Context: an optimization exercise on an open-source flow, tuned for small area and a short achievable clock period. The choices shown serve that exercise and are no tape-out recipe.
The RTL was checked by simulation tests, not by an equivalence proof against the original design.
Power and IR drop assume default switching activity.

## flow/design.v (module list and top-level ports; edited modules follow where they fit)
// module Decoder: 6 lines
// module DIV_UNIT: 34 lines
// module MUL_UNIT: 1023 lines
// module LOGIC_UNIT: 8 lines
// module SHIFT_UNIT: 9 lines
// module CMP_UNIT: 10 lines
// module ALU_TOP: 51 lines
module ALU_TOP (
input  wire [15:0] A ,
input  wire [15:0] B ,
input  wire [3:0]  ALU_FUNC ,
input  wire        CLK ,
output reg  [31:0] Arith_OUT ,
output reg         Carry_OUT ,
output reg         Arith_Flag ,
output reg  [15:0] Logic_OUT ,
output reg         Logic_Flag ,
output reg  [15:0] Shift_OUT ,
output reg         Shift_Flag ,
output reg  [2:0]  CMP_OUT ,
output reg         CMP_Flag
);
  // ...
==> flow/flow/run.sh <==
#!/bin/bash
# Layout flow: the standard synthesis, then the combinational logic is
# re-mapped (full-adder polarity chosen to save inverters, other cells
# re-mapped by ABC; flip-flops untouched), proven equivalent to the standard
# netlist, and laid out by the standard flow with small port buffers.
set -euo pipefail
F=$PWD/flow
source $F/params.sh
R=$PWD/orfs/results/sky130hd/ALU_TOP/base
export LIB=$FLOW_HOME/platforms/sky130hd/lib/sky130_fd_sc_hd__tt_025C_1v80.lib
export YOSYS=$(command -v yosys || echo /OpenROAD-flow-scripts/tools/install/yosys/bin/yosys)
export YOSYS_ABC=$(command -v yosys-abc || echo $(dirname $YOSYS)/yosys-abc)

bash standard.sh synth > synth.log 2>&1
cp $R/1_2_yosys.v std_synth.v
python3 $F/fixinv.py std_synth.v fixinv1.v > fixinv1.log 2>&1
RS_IN=$PWD/fixinv1.v RS_OUT=$PWD/resynth.v RS_LIB=$LIB RS_SCRIPT=$F/$ABC_SCRIPT \
  RS_DONT_USE="$(cat $F/dont_use.txt)" RS_CONSTR=$F/abc.constr \
  $YOSYS -c $F/resynth.tcl > resynth.log 2>&1
python3 $F/fixinv.py resynth.v fixinv2.v > fixinv2.log 2>&1
if bash $F/equiv.sh std_synth.v fixinv2.v $PWD/equiv > equiv.log 2>&1; then
  echo "re-mapped netlist proven equivalent" >> equiv.log
  cp fixinv2.v $R/1_2_yosys.v
  rm -f $R/1_synth.odb $R/1_synth.sdc
else
  echo "equivalence not proven: keeping the standard netlist" >> equiv.log
fi
bash standard.sh "${EXTRA[@]}" finish > layout.log 2>&1
==> flow/flow/abc.constr <==
set_driving_cell sky130_fd_sc_hd__buf_1
set_load 5
==> flow/flow/area.abc <==
strash
dch
map -B 0.9
topo
stime -c
buffer -c
upsize -c
dnsize -c
==> flow/flow/cutff.py <==
#!/usr/bin/env python3
"""cutff.py IN.v OUT.v: turn every dfxtp flip-flop into a pair of ports
(Q as input ffq_N, D as output ffd_N, N from the sorted instance names)."""
import re, sys
src = open(sys.argv[1]).read()
inst_re = re.compile(r"^\s*(sky130_fd_sc_hd__dfxtp_\w+)\s+(\\\S+\s|\S+)\s*\((.*?)\);", re.S | re.M)
ffs = []
def repl(m):
    pins = dict((p, n.strip()) for p, n in re.findall(r"\.(\w+)\(\s*(.*?)\s*\)\s*(?:,|$)", m.group(3), re.S))
    ffs.append((m.group(2).strip(), pins))
    return ""
body = inst_re.sub(repl, src)
ffs.sort()
esc = lambda s: s + " " if s.startswith("\\") else s
hdr_end = body.index(");") 
ports = ", ".join(f"ffq_{i}, ffd_{i}" for i in range(len(ffs)))
body = body[:hdr_end] + ", " + ports + body[hdr_end:]
decl = "".join(f"  input ffq_{i};\n  output ffd_{i};\n  assign {esc(p['Q'])} = ffq_{i};\n  assign ffd_{i} = {esc(p['D'])};\n" for i, (n, p) in enumerate(ffs))
k = body.rindex("endmodule")
body = body[:k] + decl + body[k:]
open(sys.argv[2], "w").write(body)
sys.stderr.write(f"cutff: {len(ffs)} flip-flops\n")
==> flow/flow/dont_use.txt <==
sky130_fd_sc_hd__probe_p_8 sky130_fd_sc_hd__probec_p_8 sky130_fd_sc_hd__lpflow_bleeder_1 sky130_fd_sc_hd__lpflow_clkbufkapwr_1 sky130_fd_sc_hd__lpflow_clkbufkapwr_16 sky130_fd_sc_hd__lpflow_clkbufkapwr_2 sky130_fd_sc_hd__lpflow_clkbufkapwr_4 sky130_fd_sc_hd__lpflow_clkbufkapwr_8 sky130_fd_sc_hd__lpflow_clkinvkapwr_1 sky130_fd_sc_hd__lpflow_clkinvkapwr_16 sky130_fd_sc_hd__lpflow_clkinvkapwr_2 sky130_fd_sc_hd__lpflow_clkinvkapwr_4 sky130_fd_sc_hd__lpflow_clkinvkapwr_8 sky130_fd_sc_hd__lpflow_decapkapwr_12 sky130_fd_sc_hd__lpflow_decapkapwr_3 sky130_fd_sc_hd__lpflow_decapkapwr_4 sky130_fd_sc_hd__lpflow_decapkapwr_6 sky130_fd_sc_hd__lpflow_decapkapwr_8 sky130_fd_sc_hd__lpflow_inputiso0n_1 sky130_fd_sc_hd__lpflow_inputiso0p_1 sky130_fd_sc_hd__lpflow_inputiso1n_1 sky130_fd_sc_hd__lpflow_inputiso1p_1 sky130_fd_sc_hd__lpflow_inputisolatch_1 sky130_fd_sc_hd__lpflow_isobufsrc_1 sky130_fd_sc_hd__lpflow_isobufsrc_16 sky130_fd_sc_hd__lpflow_isobufsrc_2 sky130_fd_sc_hd__lpflow_isobufsrc_4 sky130_fd_sc_hd__lpflow_isobufsrc_8 sky130_fd_sc_hd__lpflow_isobufsrckapwr_16 sky130_fd_sc_hd__lpflow_lsbuf_lh_hl_isowell_tap_1 sky130_fd_sc_hd__lpflow_lsbuf_lh_hl_isowell_tap_2 sky130_fd_sc_hd__lpflow_lsbuf_lh_hl_isowell_tap_4 sky130_fd_sc_hd__lpflow_lsbuf_lh_isowell_4 sky130_fd_sc_hd__lpflow_lsbuf_lh_isowell_tap_1 sky130_fd_sc_hd__lpflow_lsbuf_lh_isowell_tap_2 sky130_fd_sc_hd__lpflow_lsbuf_lh_isowell_tap_4
==> flow/flow/equiv.sh <==
#!/bin/bash
# equiv.sh GOLD.v GATE.v DIR: prove two sky130 netlists with the same flip-flops equivalent
set -u
T=$3; mkdir -p $T
F=$(dirname "$0")
python3 $F/cutff.py $1 $T/gold.v && python3 $F/cutff.py $2 $T/gate.v || exit 1
cat > $T/eq.ys <<EOT
read_liberty -ignore_miss_func $LIB
read_verilog -noblackbox $T/gold.v
rename ALU_TOP gold
read_verilog -noblackbox $T/gate.v
rename ALU_TOP gate
flatten gold gate
miter -equiv -flatten gold gate miter
hierarchy -top miter
flatten
techmap
aigmap
opt_clean
write_aiger -zinit $T/miter.aig
EOT
$YOSYS $T/eq.ys > $T/eq_yosys.log 2>&1 || exit 1
$YOSYS_ABC -c "read $T/miter.aig; strash; print_stats; iprove" > $T/eq_abc.log 2>&1
grep -q "^UNSATISFIABLE" $T/eq_abc.log
==> flow/flow/fixinv.py <==
#!/usr/bin/env python3
"""Re-choose the polarity of sky130 full adders in a Yosys netlist to need
fewer inverters.

A full adder is self-dual: FA(~a,~b,~c) = (~sum, ~cout).  Each fa cell may be
used in either polarity; a local search picks the polarities that need the
fewest inverters, then every inv_1 (except ones driving ports) is rebuilt:
at most one inverter per signal.  The logic function is unchanged and
flip-flops are not touched.
Usage: fixinv.py IN.v OUT.v
"""
import re, sys, random

OUTPINS = {"X", "Y", "Q", "Q_N", "SUM", "COUT", "HI", "LO"}
INV = "sky130_fd_sc_hd__inv_1"
FA = "sky130_fd_sc_hd__fa_1"

src = open(sys.argv[1]).read()
m = re.search(r"^\s*sky130_fd_sc_hd__\w+\s", src, re.M)
head = src[:m.start()]
body = src[m.start():src.rindex("endmodule")]
if re.search(r"^\s*assign\s", body, re.M):
    sys.exit("fixinv: assign statements in the cell list are not handled")
inst_re = re.compile(r"(sky130_fd_sc_hd__\w+)\s+(\\\S+\s|\S+)\s*\((.*?)\);", re.S)
pin_re = re.compile(r"\.(\w+)\(\s*(.*?)\s*\)\s*(?:,|$)", re.S)
insts = {}
for t, n, pins in inst_re.findall(body):
    insts[n.strip()] = [t, {p: net.strip() for p, net in pin_re.findall(pins)}]
ports = set()
for d, rng, names in re.findall(r"^\s*(input|output|inout)\s+(\[[^\]]+\]\s+)?([^;]+);", head, re.M):
    for nm in names.split(","):
        nm = nm.strip()
        ports.add(nm)
        if rng:
            hi, lo = map(int, re.findall(r"-?\d+", rng))
            for i in range(min(hi, lo), max(hi, lo) + 1):
                ports.add(f"{nm}[{i}]")

drv = {}
for n, (t, pins) in insts.items():
    for p, net in pins.items():
        if p in OUTPINS:
            drv[net] = (n, p)
# inverters that may be rebuilt: inv_1 not driving a port
free_inv = {n for n, (t, pins) in insts.items() if t == INV and pins["Y"] not in ports}
def base_of(net):
    par = 0
    seen = 0
    while net in drv and drv[net][0] in free_inv and seen < 100:
        net = insts[drv[net][0]][1]["A"]
        par ^= 1
        seen += 1
    return net, par
fas = [n for n, (t, _) in insts.items() if t == FA]
fa_idx = {n: i for i, n in enumerate(fas)}
# source variable of each base signal
src_var = {}
for n in fas:
    for p in ("SUM", "COUT"):
        src_var[insts[n][1][p]] = fa_idx[n]
# fas whose outputs reach ports keep their polarity
fixed = set()
# consumers: list of (base, parity, fa index or None, inst, pin)
cons = {}
for n, (t, pins) in insts.items():
    if n in free_inv:
        continue
    for p, net in pins.items():
        if p in OUTPINS:
            continue
        b, par = base_of(net)
        v = fa_idx[n] if t == FA else None
        cons.setdefault(b, []).append((par, v, n, p))
for net in ports:
    if net in drv or net in src_var:
        b, par = base_of(net)
        if b in src_var:
            fixed.add(src_var[b])
x = [0] * len(fas)
def sig_cost(b):
    sp = x[src_var[b]] if b in src_var else 0
    for par, v, _, _ in cons.get(b, ()):
        w = par ^ (x[v] if v is not None else 0)
        if w != sp:
            return 1
    return 0
# signals touched by each fa
touch = [set() for _ in fas]
for b, cl in cons.items():
    for _, v, _, _ in cl:
        if v is not None:
            touch[v].add(b)
for b, v in src_var.items():
    touch[v].add(b)
def total():
    return sum(sig_cost(b) for b in cons)
start = total()
best_x, best = list(x), start
cur = start
rng = random.Random(1)
T = 1.0
for step in range(200000):
    i = rng.randrange(len(fas))
    if i in fixed:
        continue
    before = sum(sig_cost(b) for b in touch[i])
    x[i] ^= 1
    d = sum(sig_cost(b) for b in touch[i]) - before
    if d <= 0 or rng.random() < pow(2.718, -d / T):
        cur += d
        if cur < best:
            best, best_x = cur, list(x)
    else:
        x[i] ^= 1
    T = max(0.05, T * 0.99997)
x = best_x
sys.stderr.write(f"fixinv: signals needing an inverter {start} -> {total()} "
                 f"({sum(x)} of {len(fas)} full adders flipped; {len(free_inv)} inverters before)\n")
# rebuild
for n in free_inv:
    del insts[n]
cnt = [0]
inv_net = {}
new_wires = []
for b, cl in cons.items():
    sp = x[src_var[b]] if b in src_var else 0
    for par, v, n, p in cl:
        w = par ^ (x[v] if v is not None else 0)
        if w == sp:
            insts[n][1][p] = b
        else:
            if b not in inv_net:
                cnt[0] += 1
                y = f"_fixinv_n{cnt[0]}_"
                new_wires.append(y)
                insts[f"_fixinv_i{cnt[0]}_"] = [INV, {"A": b, "Y": y}]
                inv_net[b] = y
            insts[n][1][p] = inv_net[b]
sys.stderr.write(f"fixinv: inverters now {sum(1 for t, _ in insts.values() if t == INV)}\n")
out = [head.rstrip("\n") + "\n"]
for w in new_wires:
    out.append(f"  wire {w};\n")
for n, (t, pins) in insts.items():
    esc = lambda s: s + " " if s.startswith("\\") else s
    pl = ",\n".join(f"    .{p}({esc(net)})" for p, net in pins.items())
    out.append(f"  {t} {esc(n)} (\n{pl}\n  );\n")
out.append("endmodule\n")
open(sys.argv[2], "w").write("".join(out))
==> flow/flow/params.sh <==
ABC_SCRIPT=area.abc
EXTRA=("BUFFER_PORTS_ARGS=-buffer_cell sky130_fd_sc_hd__buf_1")
==> flow/flow/resynth.abc <==
strash
dc2
dch
map -B 0.9
topo
stime -c
buffer -c
upsize -c
dnsize -c
==> flow/flow/resynth.tcl <==
# Re-map the combinational logic of a synthesized sky130 netlist with ABC.
# Full adders, flip-flops and tie cells stay as they are; every other cell is
# dissolved into its logic function and mapped again.
# env: RS_IN, RS_OUT, RS_LIB, RS_SCRIPT, RS_DONT_USE, RS_CONSTR
yosys -import
set lib $::env(RS_LIB)
read_liberty -ignore_miss_func $lib
read_verilog -noblackbox $::env(RS_IN)
hierarchy -top ALU_TOP
set keep {sky130_fd_sc_hd__fa_1 sky130_fd_sc_hd__dfxtp_1 sky130_fd_sc_hd__conb_1}
foreach c $keep { catch { setattr -mod -set keep_hierarchy 1 $c } }
flatten
foreach c $keep { catch { blackbox $c } }
opt_clean -purge
set dont {}
foreach c $::env(RS_DONT_USE) { lappend dont -dont_use $c }
abc -liberty $lib {*}$dont -script $::env(RS_SCRIPT) -constr $::env(RS_CONSTR)
opt_clean -purge
hilomap -singleton -hicell sky130_fd_sc_hd__conb_1 HI -locell sky130_fd_sc_hd__conb_1 LO
splitnets
opt_clean -purge
insbuf -buf sky130_fd_sc_hd__buf_2 A X
opt_clean -purge
stat -liberty $lib
write_verilog -noattr -noexpr -nohex -nodec -selected $::env(RS_OUT)
==> flow/standard.sh <==
#!/bin/bash
# synth_recipe.tcl (not shown) runs the flow's synth.tcl, then flattens the netlist and writes it again
# the make line also repeats each setting of config.mk as NAME=value (left out here)
make -C /OpenROAD-flow-scripts/flow DESIGN_CONFIG=/design/flow/config.mk WORK_HOME=/design/flow/orfs CLKGATE_MAP_FILE= SYNTH_SCRIPT=/design/flow/synth_recipe.tcl "${@:-finish}"
==> flow/config.mk <==
export PLATFORM = sky130hd
export DESIGN_NAME = ALU_TOP
export DESIGN_NICKNAME = ALU_TOP
export VERILOG_FILES = /design/flow/design.v
export SDC_FILE = /design/flow/constraint.sdc
export NUM_CORES = 4
export LEC_CHECK = 0
export ABC_AREA = 1
export CAP_MARGIN = 20
export CORE_MARGIN = 2
export CORE_UTILIZATION = 40
export SLEW_MARGIN = 20
==> flow/constraint.sdc <==
create_clock -name core_clock -period 105.0 [get_ports {CLK}]
set_input_delay 21.0000 -clock core_clock [delete_from_list [all_inputs] [get_ports {CLK}]]
set_output_delay 21.0000 -clock core_clock [all_outputs]
set_load 0.01 [all_outputs]
==> run notes, run 1 <==
The flow ran to the end and the layout has no timing, DRC or antenna violations. Headroom to the max-slew limit came out at 30.1%. On the critical path the largest part of the delay comes from adder cells.

The cell area that synthesis handed to floorplanning was 19300 sq um. Summed over all nets, the half-perimeter wirelength after detailed placement is 57.6 mm. The net switching power is 0.180 mW, and the via count of the first global-routing pass is 20.7k. In the final layout, multi-input gates take up 76.7% of the cell area.

The master cell of the clock root buffer was sky130_fd_sc_hd__clkbuf_16. The final clock period utilization by the worst path is 31.6%, and the die width is 223 um. The final layout contains 3317 nets. The tightest min-delay check is of the input pin to register type. The tools report the number of buffers inserted by hold repair at cts as 0. Compared with the post-synthesis result, the final layout area differs by 5.27%.

After global routing the overflow that remains totals 0. The detailed-routing wirelength on met1 is 32.5 mm, and the post-detailed-placement cell area is 20000 sq um. The number of buffers created by CTS is 9. The endpoint required time on the critical path was 105.22 ns; the total track usage was 30.0%.

TritonCTS built the clock tree. Registers are responsible for 9.4% of the overall power. Data arrives at the worst endpoint at 33.39 ns. The worst hold path begins at ALU_FUNC[2]. Across the VDD grid, the largest voltage drop is 0.0249 mV. The worst hold path passes through 2 cells. The capture point of the critical path was Arith_OUT[31]$_SDFF_PN0_. For the area of the die, the log shows 49900 sq um.

The floorplan step set the die height to 223 um. The filler cell count was 5096. Final hold analysis gives a worst-case slack of 20.95 ns. The post-synthesis cell count was 3095. Cells fill 42.5% of the core in the end. The worst setup path is launched from an input pin. The dominant power group in this design is combinational logic. The initialized floorplan defines 80 standard-cell rows. Summing internal, switching and leakage power gives 0.334 mW. At the end of routability-driven placement, the weighted congestion stood at 0.964.

In the routed layout, each cell is associated on average with a via count of 5.72. Pin placement for this block handled 109 I/O pins. The first global-routing pass estimated 117 mm of wire.

The number of cells after detailed placement was 3725; the total inserted antenna cells was 2. The initial antenna violation count was 2.
==> inputs of run 2 (changes only) <==
==> flow/flow/params.sh (replaced) <==
ABC_SCRIPT=resynth.abc
EXTRA=("BUFFER_PORTS_ARGS=-buffer_cell sky130_fd_sc_hd__buf_1")
removed: flow/flow/area.abc
==> run notes, run 2 <==
The final RePlAce weighted congestion is 0.971 (was 0.964), and the initial antenna violation count is 2 (unchanged). Cell-internal power: 0.153 mW (was 0.154 mW). For the final non-filler cell area, the log shows 19700 sq um (was 20300 sq um). The final net count was 3221 (was 3317). Setup repair after global routing left no endpoint under its margin. The net count after synthesis was 3181 (was 3291); the clock-pin slew of the registers on the worst-case setup and hold paths was 0.07 ns (was 0.10 ns). Most used cells in the layout excluding fill and tap cells: 954 x sky130_fd_sc_hd__nand2_1, 267 x sky130_fd_sc_hd__inv_1, 201 x sky130_fd_sc_hd__nand3_1, 175 x sky130_fd_sc_hd__xor2_1, 169 x sky130_fd_sc_hd__nor2_1 (was 832 x sky130_fd_sc_hd__nand2_1, 327 x sky130_fd_sc_hd__nor2_1, 297 x sky130_fd_sc_hd__inv_1, 203 x sky130_fd_sc_hd__xor2_1, 188 x sky130_fd_sc_hd__nand3_1). The number of flip-flops in the largest register is 32 (unchanged).

The leading cell type in the layout, fill and taps excluded was sky130_fd_sc_hd__nand2_1 (unchanged). The ratio of cells with drive above 1 in the final layout was 10.9% (was 10.7%). Number of hold-slack violations in the final timing report: 0 (unchanged). Largest registers: Arith_OUT x32, Logic_OUT x16, Shift_OUT x16 (unchanged). The total half-perimeter wirelength after legalization and detailed placement is 59.2 mm (was 57.6 mm), and the power density over the cells is 16.6 nW/um^2 (was 16.5 nW/um^2). The maximum fanout along the worst path was 38 (was 21). The run finished with no timing, DRC or antenna violations. The H-tree depth came out at 3 (unchanged). The tools report the total core area as 45500 sq um (was 47600 sq um). The arrival time at the worst endpoint was 34.36 ns (was 33.39 ns). The worst hold path stage count is 2 (unchanged), and the overall power of the completed layout is 0.328 mW (was 0.334 mW).

The category of the critical setup timing path was input pin to register (unchanged). The delay of the slowest cell on the worst path is 0.74 ns (was 0.69 ns), and the setup violation total in the final timing report is 0 (unchanged). The die outline height came out at 219 um (was 223 um). The logs give 0 (unchanged) for the total global routing overflow and 0 (unchanged) for the number of max-slew violations in the final report. The signed area change from the synthesized netlist to the final layout came out at 6.72% (was 5.27%). The tools report the relative contribution of the clock network to total power as 9.0% (was 10.0%). For the number of buffers inserted by hold repair at cts, the log shows 0 (unchanged). The sum of buffers and inverters on the critical path came out at 9 (was 7). For the DRC violations left, the log shows 0 (unchanged).

The tools report the number of setup buffers added after CTS as 0 (unchanged). The clock net sink count was 71 (unchanged). The iteration count of the initial detailed-routing pass is 6 (unchanged), and the die width is 219 um (was 223 um). The total inserted antenna cells came out at 0 (was 2). The cell at the slowest stage of the critical path is sky130_fd_sc_hd__nor2_1 (was sky130_fd_sc_hd__inv_1). The number of max-capacitance violations reported is 0 (unchanged). The tightest slew margin relative to the limit came out at 28.5% (was 30.1%). Terminating pin of the worst hold path: CMP_Flag$_DFF_P_ (unchanged). TritonCTS built the clock tree. The shortest period the worst path allows was 34.08 ns (was 33.17 ns). The synthesized area per cell is 6.18 sq um (was 6.22 sq um). The tools report the setup total negative slack as 0 ns (unchanged).

Pin count of the biggest net entering global routing: 63 (was 52). The synthesized area came out at 18500 sq um (was 19300 sq um). The actual transition at the worst max-transition pin is 1.07 ns (was 1.05 ns).

The cell family with the largest share of critical-path delay is simple AND/OR/NAND/NOR gates (was adder cells). The run gives 81.3% (was 80.6%) as the combinational group share of total power. The number of buffers created by CTS is 9 (unchanged).

Post-detailed-placement cell area: 19400 sq um (was 20000 sq um). The type of origin of the critical path was an input pin (unchanged). The tools report the detailed-route via count as 21.0k (was 21.4k). The total track usage was 32.7% (was 30.0%). The tools report the clock tree buffer depth as 2 (unchanged). The peak ir drop on the vdd network was 0.0471 mV (was 0.0249 mV); the net switching power was 0.175 mW (was 0.180 mW).

Count of cells resized by post-cts repair: 0 (unchanged). The final clock period utilization by the worst path was 32.5% (was 31.6%); the wire length of the first global-routing pass was 119 mm (was 117 mm). Master cell of the clock root buffer: sky130_fd_sc_hd__clkbuf_16 (unchanged).

The most numerous cell on the critical path was sky130_fd_sc_hd__nand2_1 (was sky130_fd_sc_hd__fa_1). The post-synthesis cell count came out at 2985 (was 3095). The count of buffers from port buffering works out to 107 (unchanged). The run gives 78 (was 80) as the number of core rows. Startpoint of the tightest hold check path: ALU_FUNC[2] (unchanged). The most flop-heavy register was Arith_OUT (unchanged).

The via density per instance came out at 5.80 (was 5.72). The tools report the post-detailed-routing wire length as 78.5 mm (was 75.8 mm). The initial standard-cell utilization of the core is 40.6% (was 40.4%). The tools report the number of nets still failing antenna checks after routing as 0 (unchanged).

The endpoint kind of the worst setup timing path is a register (unchanged). The endpoint required time on the critical path was 105.28 ns (was 105.22 ns). The switching power share of the total came out at 53.3% (was 53.9%).

The area of the die came out at 47900 sq um (was 49900 sq um). Synthesis warning total: 2 (unchanged). The static power due to leakage was 9.87 nW (was 10.0 nW); the share of power burned in registers was 9.7% (was 9.4%). The logs give 20.3k (was 20.7k) for the via count of the first global-routing pass and 2422 (was 2309) for the iteration-0 DRC count of the detailed router. The peak clock frequency supported by timing was 29.3 MHz (was 30.1 MHz); the wire length per cell was 21.6 um (was 20.2 um).

The worst min-delay path category is input pin to register (unchanged). The number of top-level pins is 109 (unchanged).
## run 2: how the worst max path moves through the flow
| stage | slack (ns) | cells past startpoint | to | start |
|---|---|---|---|---|
| 2_1_floorplan | 72.69 | 43 | Arith_OUT[31]$_SDFF_PN0_ | B[3] |
| 3_3_place_gp | 71.02 | 113 | Arith_OUT[0]$_SDFF_PN0_ | B[0] |
| 3_5_place_dp | 70.86 | 113 | Arith_OUT[0]$_SDFF_PN0_ | B[0] |
| 4_1_cts | 71.22 | 113 | Arith_OUT[0]$_SDFF_PN0_ | B[0] |
| 5_1_grt | 69.66 | 113 | Arith_OUT[0]$_SDFF_PN0_ | B[0] |
| 6_report | 70.92 | 113 | Arith_OUT[0]$_SDFF_PN0_ | B[0] |
## run 2: routing by layer
layer  track usage (%)  part of all wire (%)
met3              7.08                    10
met1              42.5                    40
met4              16.3                   5.6
met5                 0                 0.017
met2              51.1                    44
## run 2: cell type report
type	count	area (sq um)
Clock buffer	9	225
Clock inverter	6	46.3
Fill cell	4981	25800
Inverter	355	1340
Multi-Input combinational cell	2418	15000
Sequential cell	71	1420
Tap cell	600	751
Timing Repair Buffer	170	881
## run 2: power groups by stage
stage / clock [mW] / combinational (mW) / sequential (mW)
3_5_place_dp: 0 / 0.266 / 0.0322
2_1_floorplan: 0 / 0.181 / 0.0338
5_1_grt: 0.0308 / 0.299 / 0.0318
4_1_cts: 0.0297 / 0.268 / 0.0317
6_report: 0.0296 / 0.266 / 0.0316
3_3_place_gp: 0 / 0.266 / 0.0321
## run 2: stage by stage
stage	hold slack, ns	util, %	cells	worst slack, ns
5_1_grt	20.98	43.3	3629	69.66
3_5_place_dp	21.31	42.7	3614	70.86
6_report	20.94	43.3	3629	70.92
2_1_floorplan	21.10	-	2985	72.69
4_1_cts	20.94	43.3	3629	71.22
3_3_place_gp	21.31	42.7	3614	71.02
==> inputs of run 3 (changes only) <==
==> flow/flow/area.abc (new file) <==
strash
dch
map -B 0.9
topo
stime -c
buffer -c
upsize -c
dnsize -c
==> flow/flow/params.sh (replaced) <==
ABC_SCRIPT=area.abc
EXTRA=("BUFFER_PORTS_ARGS=-buffer_cell sky130_fd_sc_hd__buf_1" "SETUP_SLACK_MARGIN=75")
==> run notes, run 3 <==
The wire length per cell came out at 21.6 um (about the same). Ratio of cells with drive above 1 in the final layout: 28.8% (was 10.9%). The static power due to leakage is 12.1 nW (was 9.87 nW). For the net switching power, the log shows 0.195 mW (was 0.175 mW). The tools report the overall power of the completed layout as 0.378 mW (was 0.328 mW).

The actual transition at the worst max-transition pin came out at 1.08 ns (was 1.07 ns). The peak clock frequency supported by timing is 31.9 MHz (was 29.3 MHz). The startpoint of the tightest hold check path was ALU_FUNC[3] (was ALU_FUNC[2]). Worst hold path stage count: 3 (was 2). The initial antenna violation count was 2 (unchanged). The H-tree depth is 3 (unchanged), and the count of buffers from port buffering is 107 (unchanged). The tools report the tightest slew margin relative to the limit as 27.7% (was 28.5%).

Largest registers: Arith_OUT x32, Logic_OUT x16, Shift_OUT x16 (unchanged). The tools report the endpoint required time on the critical path as 105.21 ns (was 105.28 ns). The run gives 0.949 (was 0.971) as the final RePlAce weighted congestion.

The signed area change from the synthesized netlist to the final layout works out to 30.6% (was 6.72%). The filler cell count came out at 4691 (was 4981). The shortest period the worst path allows is 31.31 ns (was 34.08 ns).

The tools report the number of hold-slack violations in the final timing report as 0 (unchanged). Category of the critical setup timing path: input pin to register (unchanged). The initial standard-cell utilization of the core is 40.4% (was 40.6%). Peak ir drop on the vdd network: 0.0294 mV (was 0.0471 mV). The synthesized area was 19300 sq um (was 18500 sq um); the arrival time at the worst endpoint was 31.52 ns (was 34.36 ns).

The clock tree buffer depth is 2 (unchanged), and the combinational group share of total power is 82.7% (was 81.3%). The power density over the cells works out to 15.0 nW/um^2 (was 16.6 nW/um^2). The endpoint kind of the worst setup timing path is a register (unchanged).

Most used cells in the layout excluding fill and tap cells: 676 x sky130_fd_sc_hd__nand2_1, 284 x sky130_fd_sc_hd__nor2_1, 266 x sky130_fd_sc_hd__inv_1, 259 x sky130_fd_sc_hd__buf_4, 199 x sky130_fd_sc_hd__xor2_1 (was 954 x sky130_fd_sc_hd__nand2_1, 267 x sky130_fd_sc_hd__inv_1, 201 x sky130_fd_sc_hd__nand3_1, 175 x sky130_fd_sc_hd__xor2_1, 169 x sky130_fd_sc_hd__nor2_1). Sum of buffers and inverters on the critical path: 7 (was 9). The die width is 223 um (was 219 um), and the total half-perimeter wirelength after legalization and detailed placement is 59.2 mm (about the same). For the total track usage, the log shows 33.4% (was 32.7%).

The total inserted antenna cells was 0 (unchanged). Setup repair after global routing could not meet its margin everywhere. The logs give 73.69 ns (was 70.92 ns) for the final worst setup slack and 0 (unchanged) for the number of max-capacitance violations reported. The die outline height is 223 um (was 219 um). Via density per instance: 5.77 (was 5.80). The run gives 129 mm (was 119 mm) as the wire length of the first global-routing pass. The type of origin of the critical path is an input pin (unchanged). The number of nets still failing antenna checks after routing is 0 (unchanged). For the setup slack after placement, the log shows 71.44 ns (was 70.86 ns). The run gives 22.2k (was 20.3k) as the via count of the first global-routing pass. The DRC violations left was 0 (unchanged).

Worst min-delay path category: input pin to register (unchanged). The synthesized area per cell works out to 6.22 sq um (was 6.18 sq um). The cell family with the largest share of critical-path delay is adder cells (was simple AND/OR/NAND/NOR gates). The number of max-slew violations in the final report was 0 (unchanged); the final core utilization was 52.8% (was 43.3%). For the total global routing overflow, the log shows 0 (unchanged). Pin count of the biggest net entering global routing: 52 (was 63). Detailed-route via count: 23.1k (was 21.0k). The tools report the share of power burned in registers as 8.3% (was 9.7%). The switching power share of the total is 51.6% (was 53.3%). The clock net sink count was 71 (unchanged). The terminating pin of the worst hold path is CMP_Flag$_DFF_P_ (unchanged).

Worst-case hold slack: 21.00 ns (was 20.94 ns). The logs give 47600 sq um (was 45500 sq um) for the total core area and 0 (unchanged) for the number of buffers inserted by hold repair at cts. The final clock period utilization by the worst path was 29.8% (was 32.5%); the number of top-level pins was 109 (unchanged). The run gives 0 (unchanged) as the setup violation total in the final timing report. The most flop-heavy register was Arith_OUT (unchanged).

TritonCTS built the clock tree. Number of flip-flops in the largest register: 32 (unchanged). The net count after synthesis is 3291 (was 3181), and the setup total negative slack is 0 ns (unchanged). The tools report the final net count as 3587 (was 3221). Most numerous cell on the critical path: sky130_fd_sc_hd__fa_2 (was sky130_fd_sc_hd__nand2_1). The tools report the relative contribution of the clock network to total power as 8.9% (was 9.0%).

Post-synthesis cell count: 3095 (was 2985). The flow ran to the end and the layout has no timing, DRC or antenna violations. The logs give 6 (unchanged) for the iteration count of the initial detailed-routing pass and 9 (unchanged) for the number of buffers created by CTS. The delay of the slowest cell on the worst path is 0.54 ns (was 0.74 ns).

The maximum fanout along the worst path was 16 (was 38). For the iteration-0 DRC count of the detailed router, the log shows 2438 (was 2422). The synthesis warning total came out at 2 (unchanged). The number of core rows came out at 80 (was 78). For the area of the die, the log shows 49900 sq um (was 47900 sq um). Cell-internal power: 0.183 mW (was 0.153 mW). The cell at the slowest stage of the critical path was sky130_fd_sc_hd__fa_1 (was sky130_fd_sc_hd__nor2_1). The clock-pin slew of the registers on the worst-case setup and hold paths works out to 0.08 ns (was 0.07 ns). Master cell of the clock root buffer: sky130_fd_sc_hd__clkbuf_16 (unchanged). Leading cell type in the layout, fill and taps excluded: sky130_fd_sc_hd__nand2_1 (unchanged). The post-detailed-routing wire length was 86.4 mm (was 78.5 mm).
-- run 3: power groups by stage --
| stage | combinational (mW) | sequential [mW] | clock [mW] |
|---|---|---|---|
| 2_1_floorplan | 0.194 | 0.0337 | 0 |
| 3_3_place_gp | 0.270 | 0.0321 | 0 |
| 3_5_place_dp | 0.276 | 0.0322 | 0 |
| 4_1_cts | 0.297 | 0.0316 | 0.0338 |
| 5_1_grt | 0.348 | 0.0318 | 0.0349 |
| 6_report | 0.313 | 0.0315 | 0.0338 |
-- run 3: routing by layer --
| layer | track usage (%) | wire length, um |
|---|---|---|
| met5 | 0 | 23 |
| met3 | 6.93 | 9410 |
| met2 | 52.5 | 37300 |
| met4 | 14.9 | 4530 |
| met1 | 44.2 | 35200 |
-- run 3: repair_timing --
action | 4_1_cts | 5_1_grt
pin swaps | 123 | 179
gates cloned | 17 | 4
setup buffers | 162 | 90
endpoints found under the hold margin | 0 | 0
setup endpoints to repair | 17 | 13
gates resized for setup | 376 | 252
-- run 3: area by class of cell --
| type | count | area (sq um) | area share, % |
|---|---|---|---|
| multi-input cells | 2512 | 17500 | 69.4 |
| repair buffers | 420 | 3500 | 13.9 |
| inverters | 374 | 1660 | 6.60 |
| flip-flops and latches | 71 | 1420 | 5.65 |
| well taps | 615 | 769 | 3.06 |
| clock buffers | 9 | 225 | 0.896 |
| clock inverters | 7 | 77.6 | 0.309 |
| repair inverters | 3 | 30.0 | 0.119 |
-- run 3: metrics by stage --
stage                     std cells  instance area, sq um
final                          4011                 25100
after global routing           4011                 25100
after CTS                      3917                 23500
after detailed placement       3722                 20000
after global placement         3722                 20000
after floorplan                3095                 19400
-- run 3: worst max-delay path by stage --
stage | from | endpoint | slack (ns) | cells after the start
finish | B[8] | Arith_OUT[31]$_SDFF_PN0_ | 73.69 | 40
global route | B[0] | Arith_OUT[0]$_SDFF_PN0_ | 73.06 | 106
CTS | B[4] | Arith_OUT[31]$_SDFF_PN0_ | 73.82 | 43
detailed placement | B[2] | Arith_OUT[0]$_SDFF_PN0_ | 71.44 | 105
global placement | B[2] | Arith_OUT[0]$_SDFF_PN0_ | 71.69 | 96
floorplan | B[1] | Arith_OUT[31]$_SDFF_PN0_ | 73.82 | 44

re-timing with driven ports:
The flow's constraints put no driver on any port. The routed layouts listed below were extracted and timed again, unchanged, in two steps.
Step 1 (the two cells are an assumption about what drives the block):
set clk [get_ports {CLK}]
set_driving_cell -lib_cell sky130_fd_sc_hd__clkbuf_16 $clk
set_driving_cell -lib_cell sky130_fd_sc_hd__buf_2 [delete_from_list [all_inputs] $clk]
Step 2, shift: input delay + t, output delay - t, t = (earliest + latest rising clock arrival at the registers) / 2. This alone moves slack from input paths to output paths.
Three values: ideal ports, drivers, drivers and shift; two values: the first two.
run	t (ns)	slack for setup (ns)	hold WS [ns]	latest minus earliest clock arrival (ns)	slew at the worst register clock pin (ns)
run 1	0.412	71.830 / 71.852 / 71.440	20.950 / 20.933 / 21.345	0.037 / 0.037	0.10 / 0.10
run 2	0.403	70.917 / 70.941 / 70.538	20.941 / 20.921 / 21.324	0.013 / 0.012	0.07 / 0.07
run 3	0.398	73.694 / 73.718 / 73.320	20.999 / 20.973 / 21.371	0.022 / 0.023	0.08 / 0.08
After both steps every run listed still meets setup and hold. For run 1, which loses most, drivers alone change the setup slack by +0.022 ns; drivers and shift together by -0.390 ns.
